This design comes from an exercise in tuning for small area, a short achievable clock period and few clock cycles on the open sky130 flow, not from production work. No run shown here included a check of the RTL's function; only the layout flow was run. Power is estimated from default activity; no workload was simulated.

## design.v

```verilog
module fp_gt (
    input  wire [31:0] a,
    input  wire [31:0] b,
    output wire        a_gt_b,
    output wire        b_gt_a
);
    wire a_nan = (a[30:23] == 8'hff) && (a[22:0] != 0);
    wire b_nan = (b[30:23] == 8'hff) && (b[22:0] != 0);
    wire zz    = (a[30:23] == 8'h00) && (b[30:23] == 8'h00);
    wire ok    = !a_nan && !b_nan;
    wire mg = a[30:0] > b[30:0];
    wire ml = a[30:0] < b[30:0];
    wire mgt = mg && !zz;
    wire mlt = ml && !zz;
    wire sa = a[31], sb = b[31];
    assign a_gt_b = ok && ((!sa && !sb && mgt) || (!sa && sb && !zz) || (sa && sb && mlt));
    assign b_gt_a = ok && ((!sa && !sb && mlt) || (sa && !sb && !zz) || (sa && sb && mgt));
endmodule
module peak_finder_fp (
    input clk,
    input rst_n,
    output reg [12:0] bram_addr,
    input wire [31:0] bram_data,
    output reg [0:0]  web,
    output wire [6:0] addrb,
    output wire [44:0] dinb,
    input wire [31:0] threshold,
    input wire        start,
    output reg        done
);
    localparam T_NONE = 3'd0, T_BF = 3'd1, T_BM = 3'd2, T_BL = 3'd3,
               T_TS = 3'd4, T_TP = 3'd5, T_FIN = 3'd6;
    localparam S_IDLE = 3'd0, S_BASE = 3'd1, S_RR = 3'd2, S_RRT = 3'd3,
               S_REP = 3'd4, S_FINW = 3'd5;
    localparam D_NB = 3'd0, D_TS = 3'd1, D_LNB = 3'd2, D_BF = 3'd3, D_FIN = 3'd4;
    reg [2:0] st;
    reg [2:0] tA, tB, tC, tD;
    reg [2:0] bc;           
    reg [1:0] cd;           
    reg       fb, m0, pg0;  
    reg       last, phantom;
    reg [3:0] fo;           
    reg       rrt_last;
    reg [2:0] dt, dj;       
    reg [31:0] r1;          
    reg        f_wr, f_rw, f_wt;
    reg [12:0] widx;
    reg [5:0]  cnt;         
    reg        cand;
    reg [4:0]  S;           
    reg        lastc;
    reg [4:0]  PS;          
    reg        PL;
    assign addrb = {1'b0, cnt};
    assign dinb  = {widx, r1};
    wire gwr, grw, gwt, gtw;
    fp_gt c_pair (.a(bram_data), .b(r1),        .a_gt_b(gwr), .b_gt_a(grw));
    fp_gt c_thr  (.a(bram_data), .b(threshold), .a_gt_b(gwt), .b_gt_a(gtw));
    wire confirm = (tD == T_TS) || ((tD == T_TP) && f_wr);
    wire term    = confirm && (cnt == 6'd34);
    wire start_run = (st == S_IDLE) && start;
    wire bl_issue  = (st == S_BASE) && (bc == 3'd1);
    wire op_ok     = (dt == D_TS) ? (cd == 2'd0) :
                     (dt == D_NB || dt == D_LNB) ? (cd != 2'd2) : 1'b1;
    wire rr_go     = (st == S_RR) && op_ok;
    reg [4:0] PS_n;
    reg       PL_n;
    always @(*) begin
        PS_n = PS;
        PL_n = PL;
        if (tD == T_BF) begin
            PS_n = S;
            PL_n = lastc;
        end
        if (rr_go && (dt == D_NB || dt == D_TS)) PS_n[dj] = 1'b0;
        if (rr_go && dt == D_LNB) PL_n = 1'b0;
        if (start_run) begin
            PS_n = 5'd0;
            PL_n = 1'b0;
        end
    end
    wire pg0_n = bl_issue ? m0 : pg0;
    reg [2:0] j_n;
    always @(*) begin
        casez (PS_n)
            5'b1????: j_n = 3'd4;
            5'b01???: j_n = 3'd3;
            5'b001??: j_n = 3'd2;
            5'b0001?: j_n = 3'd1;
            default:  j_n = 3'd0;
        endcase
    end
    wire [2:0] dt_n = (|PS_n) ? (((j_n == 3'd4) || ((j_n == 3'd3) && !pg0_n)) ? D_NB : D_TS) :
                      PL_n ? D_LNB : phantom ? D_FIN : D_BF;
    reg signed [8:0] from_off, to_off;
    always @(*) begin
        case (fo)
            4'd0: from_off = 9'sd0;
            4'd1: from_off = -9'sd1;
            4'd2: from_off = -9'sd2;
            4'd3: from_off = -9'sd3;
            4'd4: from_off = -9'sd4;
            4'd5: from_off = -9'sd5;
            default: from_off = 9'sd53;
        endcase
        case (dt)
            D_NB:  to_off = -9'sd2 - {6'd0, dj};
            D_TS:  to_off = -9'sd1 - {6'd0, dj};
            D_LNB: to_off = 9'sd1;
            default: to_off = 9'sd102;
        endcase
    end
    wire signed [8:0] delta = to_off - from_off;
    wire [12:0] jump_addr = bram_addr + {{4{delta[8]}}, delta};
    always @(posedge clk) begin
        r1 <= bram_data;
        f_wr <= gwr;
        f_rw <= grw;
        f_wt <= gwt;
        PS <= PS_n;
        PL <= PL_n;
        pg0 <= pg0_n;
        dt <= dt_n;
        dj <= j_n;
        if (!rst_n) begin
            st <= S_IDLE;
            tA <= T_NONE; tB <= T_NONE; tC <= T_NONE; tD <= T_NONE;
            web <= 1'b0;
            done <= 1'b0;
            bram_addr <= 13'd0;
            cd <= 2'd0;
        end else begin
            tB <= tA;
            tC <= tB;
            tD <= tC;
            web <= 1'b0;
            done <= 1'b0;
            if (cd != 2'd0) cd <= cd - 2'd1;
            if (tB == T_TS || tB == T_TP) widx <= bram_addr;
            case (tD)
                T_BF: begin
                    S <= 5'd0;
                    cand <= f_wt;
                end
                T_BM: begin
                    S <= {S[3:0], cand & f_rw};
                    cand <= f_wt & f_wr;
                end
                T_BL: begin
                    S <= {S[3:0], cand & f_rw};
                    lastc <= f_wt & f_wr;
                end
                T_FIN: done <= 1'b1;
                default: ;
            endcase
            if (confirm) begin
                if (cnt == 6'd34) done <= 1'b1;
                else web <= 1'b1;
            end
            if (web) cnt <= cnt + 6'd1;
            tA <= T_NONE;
            case (st)
                S_IDLE: begin
                    if (start) begin
                        bram_addr <= 13'd899;
                        tA <= T_BF;
                        bc <= 3'd5;
                        st <= S_BASE;
                        fb <= 1'b1; m0 <= 1'b0;
                        last <= 1'b0; phantom <= 1'b0;
                        S <= 5'd0; lastc <= 1'b0;
                        cnt <= 6'd0;
                    end
                end
                S_BASE: begin
                    bram_addr <= bram_addr + 13'd1;
                    bc <= bc - 3'd1;
                    if (bc == 3'd1) begin
                        tA <= T_BL;
                        st <= S_RR;
                        fo <= 4'd8;
                        m0 <= fb;
                        fb <= 1'b0;
                        if (bram_addr == 13'd8164) last <= 1'b1;
                    end else
                        tA <= T_BM;
                end
                S_RR: begin
                    if (op_ok) begin
                        case (dt)
                            D_NB: begin  
                                bram_addr <= jump_addr;
                                rrt_last <= 1'b0;
                                fo <= {1'b0, dj} + 4'd1;
                                st <= S_RRT;
                            end
                            D_TS: begin
                                bram_addr <= jump_addr;
                                tA <= T_TS;
                                cd <= 2'd2;
                                fo <= {1'b0, dj} + 4'd1;
                                st <= S_REP;
                            end
                            D_LNB: begin  
                                bram_addr <= jump_addr;
                                rrt_last <= 1'b1;
                                fo <= 4'd0;
                                st <= S_RRT;
                            end
                            D_BF: begin
                                bram_addr <= jump_addr;
                                tA <= T_BF;
                                bc <= 3'd4;
                                st <= S_BASE;
                                if (last) phantom <= 1'b1;
                            end
                            default: begin
                                tA <= T_FIN;
                                st <= S_FINW;
                            end
                        endcase
                    end
                end
                S_RRT: begin
                    bram_addr <= rrt_last ? bram_addr - 13'd1 : bram_addr + 13'd1;
                    tA <= T_TP;
                    cd <= 2'd2;
                    st <= S_REP;
                end
                S_REP: st <= S_RR;
                S_FINW: begin
                    if (tD == T_FIN) st <= S_IDLE;
                end
                default: st <= S_IDLE;
            endcase
            if (term) begin
                st <= S_IDLE;
                tA <= T_NONE; tB <= T_NONE; tC <= T_NONE; tD <= T_NONE;
            end
        end
    end
endmodule
```

## run.sh

```bash
#!/bin/bash
# synth_recipe.tcl (not shown) runs the flow's synth.tcl, then flattens the netlist and writes it again
# the make line also repeats each setting of config.mk as NAME=value (left out here)
make -C /OpenROAD-flow-scripts/flow DESIGN_CONFIG=/design/flow/config.mk WORK_HOME=/design/flow/orfs CLKGATE_MAP_FILE= SYNTH_SCRIPT=/design/flow/synth_recipe.tcl finish
```

## config.mk

```make
export PLATFORM = sky130hd
export DESIGN_NAME = peak_finder_fp
export DESIGN_NICKNAME = peak_finder_fp
export VERILOG_FILES = /design/flow/design.v
export SDC_FILE = /design/flow/constraint.sdc
export NUM_CORES = 4
export LEC_CHECK = 0
export CAP_MARGIN = 20
export CORE_MARGIN = 2
export CORE_UTILIZATION = 40
export SLEW_MARGIN = 20
```

## constraint.sdc

```tcl
create_clock -name core_clock -period 5.0 [get_ports {clk}]
set_input_delay 1.0000 -clock core_clock [delete_from_list [all_inputs] [get_ports {clk}]]
set_output_delay 1.0000 -clock core_clock [all_outputs]
set_load 0.01 [all_outputs]
```

==> results of run 1 <==
[per-stage QoR]
step	setup slack, ns	hold slack, ns	instances	util, %
2_1_floorplan	1.20	0.406	847	-
4_1_cts	0.733	0.427	1226	52.0
3_3_place_gp	0.831	0.409	1194	48.8
6_report	0.722	0.423	1226	52.0
5_1_grt	0.338	0.435	1226	52.0
3_5_place_dp	0.763	0.414	1194	48.8
[power by group]
part / switching, mW / total, mW / internal [mW]
clock network: 0.431 / 1.20 / 0.766
logic: 0.493 / 0.903 / 0.410
registers: 0.0964 / 1.16 / 1.06
total: 1.02 / 3.26 / 2.24
[sequential cells by signal, indices dropped and copies added, names as in the netlist, 4 cells and up]
signal / flops
PS: 4
r1: 32
cnt: 6
S: 5
widx: 13
bram_addr: 13
fo: 4
[cell usage in the layout (no fill, tap or decap), drive strengths merged, types with 8 or more instances in the layout]
cell           count
clkdlybuf4s50    132
ha                95
inv               91
dfxtp             79
nor2              62
a21oi             61
nand2             47
o21ai             40
edfxtp            38
nor4              30
nand4             28
nand3             27
clkbuf            26
xnor2             19
nor3              19
a21o              18
xor2              16
and2              13
a211oi            13
nor2b             11
mux2i             11
nand2b            10
and3               9
o22ai              8
[how the worst max path moves through the flow]
| stage | start | end | slack [ns] | depth (start not counted) |
|---|---|---|---|---|
| 2_1_floorplan | dt[0] | bram_addr[12] | 1.20 | 20 |
| 3_3_place_gp | dj[0] | bram_addr[12] | 0.83 | 20 |
| 3_5_place_dp | dj[0] | bram_addr[12] | 0.76 | 20 |
| 4_1_cts | dj[0] | bram_addr[12] | 0.73 | 20 |
| 5_1_grt | dj[0] | bram_addr[12] | 0.34 | 20 |
| 6_report | dj[0] | bram_addr[12] | 0.72 | 20 |
[final cells by class]
type	count	area [um2]	share of cell area, %
clock buffers	26	520	5.36
clock inverters	6	63.8	0.657
inverters	89	334	3.44
multi-input cells	619	4440	45.7
flip-flops and latches	117	2720	28.0
well taps	234	293	3.01
repair buffers	135	1340	13.8
[per-layer routing]
layer,vias up,track usage [%]
met2,170,34.8
li1,3359,-
met5,-,0
met4,0,7.42
met3,34,5.10
met1,3170,27.5
[logic make-up after synthesis]
| logic type | count (synthesis) |
|---|---|
| flops | 117 |
| other cells | 1 |
| fa+ha+maj | 97 |
| buf+inv | 111 |
| mux | 11 |
| simple gates | 279 |
| xor+xnor | 35 |
| compound gates | 196 |
[worst max-delay path, stage by stage (launching register included)]
cell and delay, ns:
dfxtp_1 0.46, inv_1 0.10, ha_1 0.37, nor2_1 0.07
o22ai_1 0.14, nand2b_1 0.14, ha_1 0.31, a21o_1 0.18
a21o_1 0.19, a21oi_1 0.13, o21ai_0 0.14, a31oi_1 0.24
xnor2_1 0.19, ha_1 0.30, a21oi_1 0.22, nand2_1 0.07
o21ai_0 0.28, a31oi_1 0.15, xnor2_1 0.15, a221oi_1 0.24
a211oi_1 0.08
==> notes.md, run 1 <==
# TYPE chip_impl_metric gauge
chip_impl_metric{name="layout_min_cycle_time",unit="ns"} 4.28
chip_impl_info{name="grt_setup_unrepaired",value="false"} 1
chip_impl_metric{name="overflow",unit=""} 0
chip_impl_metric{name="fill_cells",unit=""} 1717
chip_impl_metric{name="async_reset_ff_share",unit="%"} 0
chip_impl_info{name="worst_r2r_endpoint",value="bram_addr[12]"} 1
chip_impl_metric{name="final_hold_viol_count",unit=""} 0
chip_impl_metric{name="postSynthNetCount",unit=""} 1011
chip_impl_metric{name="initial_cell_density_of_the_core",unit="%"} 40.7
chip_impl_metric{name="post_synth_num_cell_types",unit=""} 79
chip_impl_metric{name="cts_num_sinks",unit=""} 117
chip_impl_metric{name="timing.critical_path.required",unit="ns"} 5.26
chip_impl_metric{name="numPortBuffers",unit=""} 132
chip_impl_metric{name="cts_post_setup_buffers_inserted",unit=""} 0
chip_impl_metric{name="synth.yosys.seq_area_share",unit="%"} 35.8
chip_impl_info{name="cp-end-kind",value="register"} 1
chip_impl_metric{name="post-route-period-util",unit="%"} 85.6
chip_impl_metric{name="setup_viol",unit=""} 0
chip_impl_metric{name="synth-edff-count",unit=""} 38
chip_impl_metric{name="routed_wirelength",unit="um"} 20800
chip_impl_metric{name="worst_ir_drop_vdd",unit="uV"} 252
chip_impl_metric{name="synth.ff_latch_count",unit=""} 117
chip_impl_metric{name="via_count",unit=""} 6733
chip_impl_metric{name="yosys.area.top_type_share",unit="%"} 20.8
chip_impl_metric{name="synth-warning-count",unit=""} 1
chip_impl_metric{name="synthesis.area",unit="mm2"} 0.00761
chip_impl_metric{name="drtAntennaViolNets",unit=""} 0
chip_impl_metric{name="route.layer.met1.wl",unit="um"} 9600
chip_impl_metric{name="dr_wl_met3",unit="um"} 1020
chip_impl_metric{name="fin_area",unit="mm2"} 0.00972
chip_impl_info{name="outcome",value="timing/DRC/antenna clean"} 1
chip_impl_metric{name="maximum_number_of_pins_on_one_net_before_global_route_repair",unit=""} 26
chip_impl_metric{name="grt_use_total",unit="%"} 21.2
chip_impl_info{name="timing_worst_setup_path_type",value="reg2reg"} 1
chip_impl_metric{name="synth_xor_area_share",unit="%"} 4.03
chip_impl_metric{name="cts_hold_repair.buffers",unit=""} 0
chip_impl_metric{name="min_path_cells",unit=""} 1
chip_impl_info{name="synth_top_flop_cell",value="dfxtp_1"} 1
chip_impl_metric{name="chipWidth",unit="um"} 142
chip_impl_metric{name="floorplan.io_pins",unit=""} 134
chip_impl_info{name="synth_area_leaders",value="dfxtp_1 21%, ha_1 16%, edfxtp_1 15%, inv_1 4.2%, a21oi_1 4.0%"} 1
chip_impl_metric{name="totalNegativeSetupSlack",unit="ns"} 0
chip_impl_metric{name="rrSetupSlack",unit="ns"} 0.72
chip_impl_metric{name="arrival",unit="ns"} 4.54
chip_impl_metric{name="power.leakage",unit="nW"} 4.12
chip_impl_info{name="routed.top_layer",value="met4"} 1
chip_impl_metric{name="max-slew-margin-rel",unit="%"} 39.2
chip_impl_metric{name="timing_max_transition_violations_final",unit=""} 0
chip_impl_metric{name="critical_path_peak_fanout",unit=""} 8
chip_impl_info{name="start_kind",value="register"} 1
chip_impl_metric{name="die_y",unit="um"} 142
chip_impl_metric{name="die_area",unit="mm2"} 0.0201
chip_impl_metric{name="gp_routability_congestion",unit=""} 0.868
chip_impl_metric{name="htree_levels",unit=""} 4
chip_impl_metric{name="dpl.hpwl",unit="um"} 16000
chip_impl_info{name="synth_cell_count_leaders",value="95 x ha_1, 85 x inv_1, 79 x dfxtp_1"} 1
chip_impl_metric{name="number_of_antenna_violations_at_the_first_check_in_global_routing",unit=""} 0
chip_impl_metric{name="num_rows",unit=""} 50
chip_impl_metric{name="max_cap_violations",unit=""} 0
chip_impl_metric{name="post_synth_and_or_nand_nor_area_fraction",unit="%"} 20.0
chip_impl_metric{name="synth-adder-area-share",unit="%"} 16.1
chip_impl_metric{name="drt_pass1_iterations",unit=""} 4
chip_impl_metric{name="report.power.total",unit="mW"} 3.26
chip_impl_info{name="ctsRootBufferMaster",value="clkbuf_16"} 1
chip_impl_metric{name="core_area",unit="mm2"} 0.0187
chip_impl_metric{name="layout.nets",unit=""} 1143
chip_impl_info{name="rr_startpoint",value="dj[0]"} 1
chip_impl_metric{name="synth.avg_cell_area",unit="um2"} 8.98
chip_impl_info{name="cts_tree",value="built"} 1
chip_impl_metric{name="clock.fmax",unit="MHz"} 234
chip_impl_metric{name="drc_errors",unit=""} 0
chip_impl_metric{name="n_antenna_cell",unit=""} 0
chip_impl_metric{name="cts.reportedPaths.clkPinSlew",unit="ns"} 0.06
chip_impl_metric{name="synth_mux_area_share",unit="%"} 1.45
chip_impl_metric{name="share_of_the_synthesized_area_in_compound_gates_ao_oa_aoi_oai",unit="%"} 16.7
chip_impl_metric{name="area_growth_syn_to_layout",unit="%"} 27.7
chip_impl_metric{name="drive_above_1_share",unit="%"} 5.44
chip_impl_metric{name="first_global_vias",unit=""} 6549
chip_impl_metric{name="drt-wirelength-per-cell",unit="um"} 17.0
chip_impl_info{name="worst_hold_path_type",value="reg2reg"} 1
chip_impl_metric{name="clock_latency",unit="ns"} 0.42
chip_impl_metric{name="r2r_cells",unit=""} 20
chip_impl_metric{name="clock_buffer_depth",unit=""} 2
chip_impl_metric{name="post_dp_cell_area",unit="mm2"} 0.00914
chip_impl_metric{name="numCtsBuffers",unit=""} 17
chip_impl_info{name="synthMostInstantiatedCell",value="ha_1"} 1
chip_impl_metric{name="grt_first_pass_wirelength",unit="um"} 33500
chip_impl_metric{name="p_per_area",unit="mW/mm2"} 335
chip_impl_metric{name="worst_clock_skew",unit="ns"} 0.00995
chip_impl_metric{name="routed_via_density",unit=""} 5.49
chip_impl_info{name="hold_path.startpoint",value="tC[0]"} 1
chip_impl_info{name="timing.hold.worst_endpoint",value="tD[0]"} 1
chip_impl_info{name="post-synth-top-area-cell",value="dfxtp_1"} 1
chip_impl_metric{name="drtIter0Drc",unit=""} 475
chip_impl_info{name="dominant_combinational_cell_family_by_area_after_synthesis",value="simple AND/OR/NAND/NOR gates"} 1
chip_impl_metric{name="wl_met2",unit="um"} 9790
chip_impl_metric{name="post_synth_inst_count",unit=""} 847
chip_impl_metric{name="worst_pin_slew",unit="ns"} 0.899
chip_impl_metric{name="postCtsResizedCells",unit=""} 0
==> inputs of run 2 (changes only) <==
--- a/design.v
+++ b/design.v
@@ -10,6 +10,6 @@
     wire ok    = !a_nan && !b_nan;
-    wire mg = a[30:0] > b[30:0];
-    wire ml = a[30:0] < b[30:0];
+    wire mg, meq;
+    mag_cmp u_mag (.a(a[30:0]), .b(b[30:0]), .gt(mg), .eq(meq));
     wire mgt = mg && !zz;
-    wire mlt = ml && !zz;
+    wire mlt = !mg && !meq && !zz;
     wire sa = a[31], sb = b[31];
@@ -17,2 +17,39 @@
     assign b_gt_a = ok && ((!sa && !sb && mlt) || (sa && !sb && !zz) || (sa && sb && mgt));
+endmodule
+module mag_cmp (
+    input  wire [30:0] a,
+    input  wire [30:0] b,
+    output wire gt,
+    output wire eq
+);
+    function [1:0] node(input [1:0] h, input [1:0] l);
+        node = {h[1] | (h[0] & l[1]), h[0] & l[0]};
+    endfunction
+    wire [1:0] lv0 [0:31];
+    wire [1:0] lv1 [0:15];
+    wire [1:0] lv2 [0:7];
+    wire [1:0] lv3 [0:3];
+    wire [1:0] lv4 [0:1];
+    genvar i;
+    generate
+        for (i = 0; i < 32; i = i + 1) begin : g0
+            if (i < 31) assign lv0[i] = {a[i] & ~b[i], ~(a[i] ^ b[i])};
+            else        assign lv0[i] = 2'b01;
+        end
+        for (i = 0; i < 16; i = i + 1) begin : g1
+            assign lv1[i] = node(lv0[2*i+1], lv0[2*i]);
+        end
+        for (i = 0; i < 8; i = i + 1) begin : g2
+            assign lv2[i] = node(lv1[2*i+1], lv1[2*i]);
+        end
+        for (i = 0; i < 4; i = i + 1) begin : g3
+            assign lv3[i] = node(lv2[2*i+1], lv2[2*i]);
+        end
+        for (i = 0; i < 2; i = i + 1) begin : g4
+            assign lv4[i] = node(lv3[2*i+1], lv3[2*i]);
+        end
+    endgenerate
+    wire [1:0] r = node(lv4[1], lv4[0]);
+    assign gt = r[1];
+    assign eq = r[0];
 endmodule
==> notes.md, run 2 <==
# TYPE chip_impl_metric gauge
chip_impl_metric{name="synth.avg_cell_area",unit="um2"} 8.79
chip_impl_metric{name="critical_path_peak_fanout",unit=""} 9
chip_impl_info{name="synth_area_leaders",value="dfxtp_1 20%, ha_1 15%, edfxtp_1 14%, inv_1 4.2%, a21oi_1 3.6%"} 1
chip_impl_info{name="outcome",value="timing/DRC/antenna clean"} 1
chip_impl_info{name="synthMostInstantiatedCell",value="ha_1"} 1
chip_impl_info{name="worst_hold_path_type",value="reg2reg"} 1
chip_impl_info{name="leading_cell_type_in_the_layout_fill_and_taps_excluded",value="clkdlybuf4s50_1"} 1
chip_impl_info{name="synth_top_flop_cell",value="dfxtp_1"} 1
chip_impl_metric{name="critical_path.n_buffers_inverters",unit=""} 2
chip_impl_metric{name="worst_clock_skew",unit="ns"} 0.00955
chip_impl_metric{name="p_per_area",unit="mW/mm2"} 294
chip_impl_metric{name="number_of_antenna_violations_at_the_first_check_in_global_routing",unit=""} 0
chip_impl_metric{name="n_antenna_cell",unit=""} 0
chip_impl_metric{name="area_growth_syn_to_layout",unit="%"} 26.6
chip_impl_metric{name="largest_register_ff_count",unit=""} 32
chip_impl_metric{name="die_area",unit="mm2"} 0.0211
chip_impl_info{name="ctsRootBufferMaster",value="clkbuf_16"} 1
chip_impl_metric{name="drt_pass1_iterations",unit=""} 5
chip_impl_metric{name="gp_routability_congestion",unit=""} 0.845
chip_impl_metric{name="fin_area",unit="mm2"} 0.0101
chip_impl_metric{name="dpl.hpwl",unit="um"} 17200
chip_impl_metric{name="critical-path-max-stage-delay",unit="ns"} 0.53
chip_impl_metric{name="drive_above_1_share",unit="%"} 6.03
chip_impl_metric{name="synth-warning-count",unit=""} 2
chip_impl_info{name="mostFrequentLayoutCells",value="132 x clkdlybuf4s50_1, 95 x ha_1, 89 x inv_1"} 1
chip_impl_metric{name="postCtsResizedCells",unit=""} 0
chip_impl_metric{name="routed_wirelength",unit="um"} 22700
chip_impl_metric{name="core_area",unit="mm2"} 0.0195
chip_impl_metric{name="clock_buffer_depth",unit=""} 2
chip_impl_metric{name="synth-edff-count",unit=""} 38
chip_impl_metric{name="numCtsBuffers",unit=""} 17
chip_impl_info{name="cts_tree",value="built"} 1
chip_impl_metric{name="numPortBuffers",unit=""} 132
chip_impl_metric{name="chipWidth",unit="um"} 145
chip_impl_info{name="cp_cell_sequence",value="inv_1, ha_1, nor3_1, a211o_1, fa_1, a21o_1, a221o_1, o21a_1, o21ai_0, buf_4, ha_1, a21o_1, a21oi_1, nand4_1, a41oi_1, xnor2_1, o32ai_1"} 1
chip_impl_metric{name="post_synth_inst_count",unit=""} 907
chip_impl_metric{name="post-route-period-util",unit="%"} 88.9
chip_impl_metric{name="post_dp_cell_area",unit="mm2"} 0.00952
chip_impl_metric{name="totalNegativeSetupSlack",unit="ns"} 0
chip_impl_metric{name="min_path_cells",unit=""} 1
chip_impl_metric{name="worst_ir_drop_vdd",unit="uV"} 274
chip_impl_metric{name="r2r_cells",unit=""} 17
chip_impl_metric{name="yosys.area.top_type_share",unit="%"} 19.8
chip_impl_metric{name="clock_latency",unit="ns"} 0.42
chip_impl_metric{name="final_hold_viol_count",unit=""} 0
chip_impl_info{name="worst_path_max_delay_cell",value="dfxtp_1"} 1
chip_impl_metric{name="synthesis.area",unit="mm2"} 0.00797
chip_impl_metric{name="drtIter0Drc",unit=""} 322
chip_impl_metric{name="timing_max_transition_violations_final",unit=""} 0
chip_impl_metric{name="maximum_number_of_pins_on_one_net_before_global_route_repair",unit=""} 24
chip_impl_info{name="start_kind",value="register"} 1
chip_impl_metric{name="routed_via_density",unit=""} 5.56
chip_impl_metric{name="detailedPlace.worstSlack",unit="ns"} 0.601
chip_impl_metric{name="first_global_vias",unit=""} 7038
chip_impl_metric{name="via_count",unit=""} 7282
chip_impl_metric{name="num_rows",unit=""} 51
chip_impl_info{name="post-synth-top-area-cell",value="dfxtp_1"} 1
chip_impl_metric{name="post_synth_num_cell_types",unit=""} 84
chip_impl_metric{name="grt_first_pass_wirelength",unit="um"} 36900
chip_impl_metric{name="worstSetupPathDepth",unit=""} 17
chip_impl_metric{name="hold_slack",unit="ns"} 0.426
chip_impl_metric{name="layout.nets",unit=""} 1195
chip_impl_info{name="top_regs",value="r1 x32, bram_addr x13, widx x13"} 1
chip_impl_metric{name="postSynthNetCount",unit=""} 1071
chip_impl_metric{name="fill_cells",unit=""} 1883
chip_impl_info{name="worst_path_dominant_cell_family",value="compound AO/OA/AOI/OAI gates"} 1
chip_impl_metric{name="clock.fmax",unit="MHz"} 225
chip_impl_metric{name="dp_cells",unit=""} 1277
chip_impl_metric{name="htree_levels",unit=""} 4
chip_impl_metric{name="worst_pin_slew",unit="ns"} 0.854
chip_impl_metric{name="cts_hold_repair.buffers",unit=""} 0
chip_impl_metric{name="drt-wirelength-per-cell",unit="um"} 17.3
chip_impl_metric{name="setup_viol",unit=""} 0
chip_impl_metric{name="cts_num_sinks",unit=""} 117
chip_impl_metric{name="layout_min_cycle_time",unit="ns"} 4.45
chip_impl_metric{name="non_filler_instance_count_after_layout",unit=""} 1309
chip_impl_info{name="grt_setup_unrepaired",value="false"} 1
chip_impl_metric{name="max-slew-margin-rel",unit="%"} 43.0
chip_impl_metric{name="drc_errors",unit=""} 0
chip_impl_metric{name="postLayoutCoreUtil",unit="%"} 51.7
chip_impl_info{name="synth_cell_count_leaders",value="95 x ha_1, 89 x inv_1, 79 x dfxtp_1"} 1
chip_impl_metric{name="floorplan.io_pins",unit=""} 134
chip_impl_metric{name="overflow",unit=""} 0
chip_impl_metric{name="power.leakage",unit="nW"} 4.08
chip_impl_info{name="timing_worst_setup_path_type",value="reg2reg"} 1
chip_impl_metric{name="drtAntennaViolNets",unit=""} 0
chip_impl_metric{name="report.power.total",unit="mW"} 2.96
chip_impl_metric{name="timing.final.ws_setup",unit="ns"} 0.554
chip_impl_metric{name="async_reset_ff_share",unit="%"} 0
chip_impl_metric{name="cts_post_setup_buffers_inserted",unit=""} 0
chip_impl_metric{name="cts.reportedPaths.clkPinSlew",unit="ns"} 0.06
chip_impl_metric{name="initial_cell_density_of_the_core",unit="%"} 40.8
chip_impl_metric{name="synth.ff_latch_count",unit=""} 117
chip_impl_metric{name="timing.critical_path.required",unit="ns"} 5.27
chip_impl_metric{name="max_cap_violations",unit=""} 0
chip_impl_info{name="cp-end-kind",value="register"} 1
chip_impl_metric{name="arrival",unit="ns"} 4.72
chip_impl_metric{name="synth.yosys.seq_area_share",unit="%"} 34.2
chip_impl_metric{name="die_y",unit="um"} 145
chip_impl_metric{name="grt_use_total",unit="%"} 21.8
chip_impl_info{name="regMostFlops",value="r1"} 1
-- run 2: cell count changes in the layout (fill, tap and decap cells not counted), sizes merged, moves of 6 or more --
cell   change
nand2     +17
a21o      -10
nor2       -8
nor3       +7
o21ai      +7
mux2i      -6
-- run 2: per-layer routing --
| layer | routed length (um) | part of all wire, % | vias to the layer above | track usage [%] |
|---|---|---|---|---|
| met1 | 10500 | 46 | 3418 | 28.4 |
| met4 | 659 | 2.9 | 0 | 8.87 |
| met2 | 10500 | 46 | 205 | 35.7 |
| met5 | 0 | 0 | - | 0 |
| met3 | 1040 | 4.6 | 47 | 3.84 |
| li1 | - | - | 3612 | - |
-- run 2: path summary, 6_finish.rpt --
path	end	slack, ns	start
worst max-delay path	bram_addr[12]	0.55	dj[0]
worst min-delay path	tB[2]	0.43	tA[2]
worst max register to register	bram_addr[12]	0.55	dj[0]
worst min register to register	tB[2]	0.43	tA[2]
-- run 2: final cells by class --
type	instances	area [um2]	area share (%)
Multi-Input combinational cell	668	4770	47.2
Tap cell	265	332	3.29
Clock inverter	9	61.3	0.608
Clock buffer	23	510	5.06
Timing Repair Buffer	137	1360	13.5
Inverter	90	338	3.35
Sequential cell	117	2720	27.0
-- run 2: kinds of logic (layout without fill, tap and decap cells) --
kind of cell / after synthesis / in the layout / synth area share [%]
and+or+nand+nor: 316 / 316 / 21.6
AOI/OAI and AO/OA: 219 / 219 / 18.7
buffers and inverters: 122 / 259 / 6.12
DFF: 117 / 117 / 34.2
adders and majority gates: 97 / 97 / 15.4
xor gates and xnor gates: 29 / 29 / 3.19
muxes: 6 / 6 / 0.769
other: 1 / 1 / 0.0470
-- run 2: worst reg2reg max path: stages, from the launching register on --
cell and delay [ns]:
dfxtp_1 0.53, inv_1 0.09, ha_1 0.40, nor3_1 0.07, a211o_1 0.33, fa_1 0.48, a21o_1 0.22, a221o_1 0.35
o21a_1 0.20, o21ai_0 0.16, buf_4 0.16, ha_1 0.26, a21o_1 0.19, a21oi_1 0.16, nand4_1 0.16, a41oi_1 0.29
xnor2_1 0.14, o32ai_1 0.10
-- run 2: where the power goes --
part	switching (mW)	total (mW)	leakage [nW]	internal (mW)
Sequential	0.0694	1.10	1.00	1.04
Clock	0.458	1.18	0.289	0.721
Combinational	0.365	0.680	2.79	0.314

[re-timing with driven ports]
The flow's constraints put no driver on any port. The routed layouts listed below were extracted and timed again, unchanged, in two steps. Step 1 assumes that a clkbuf_16 drives the clock port and a buf_2 every other input. Step 2 also shifts input and output timing later by t, the mid clock arrival at the registers, as if the neighbouring blocks saw the same clock. a / b / c = no drivers / after step 1 / after step 2; a / b = the first two.
run | shift t [ns] | slack for setup (ns) | worst setup path after step 2 | worst register clock-pin slew, ns | worst data-port slew with drivers (ns)
run 1 | 0.454 | 0.722 / 0.722 / 0.722 | register to register | 0.06 / 0.06 | 0.06
run 2 | 0.461 | 0.554 / 0.554 / 0.554 | register to register | 0.06 / 0.06 | 0.06
After both steps every run listed still meets setup and hold.
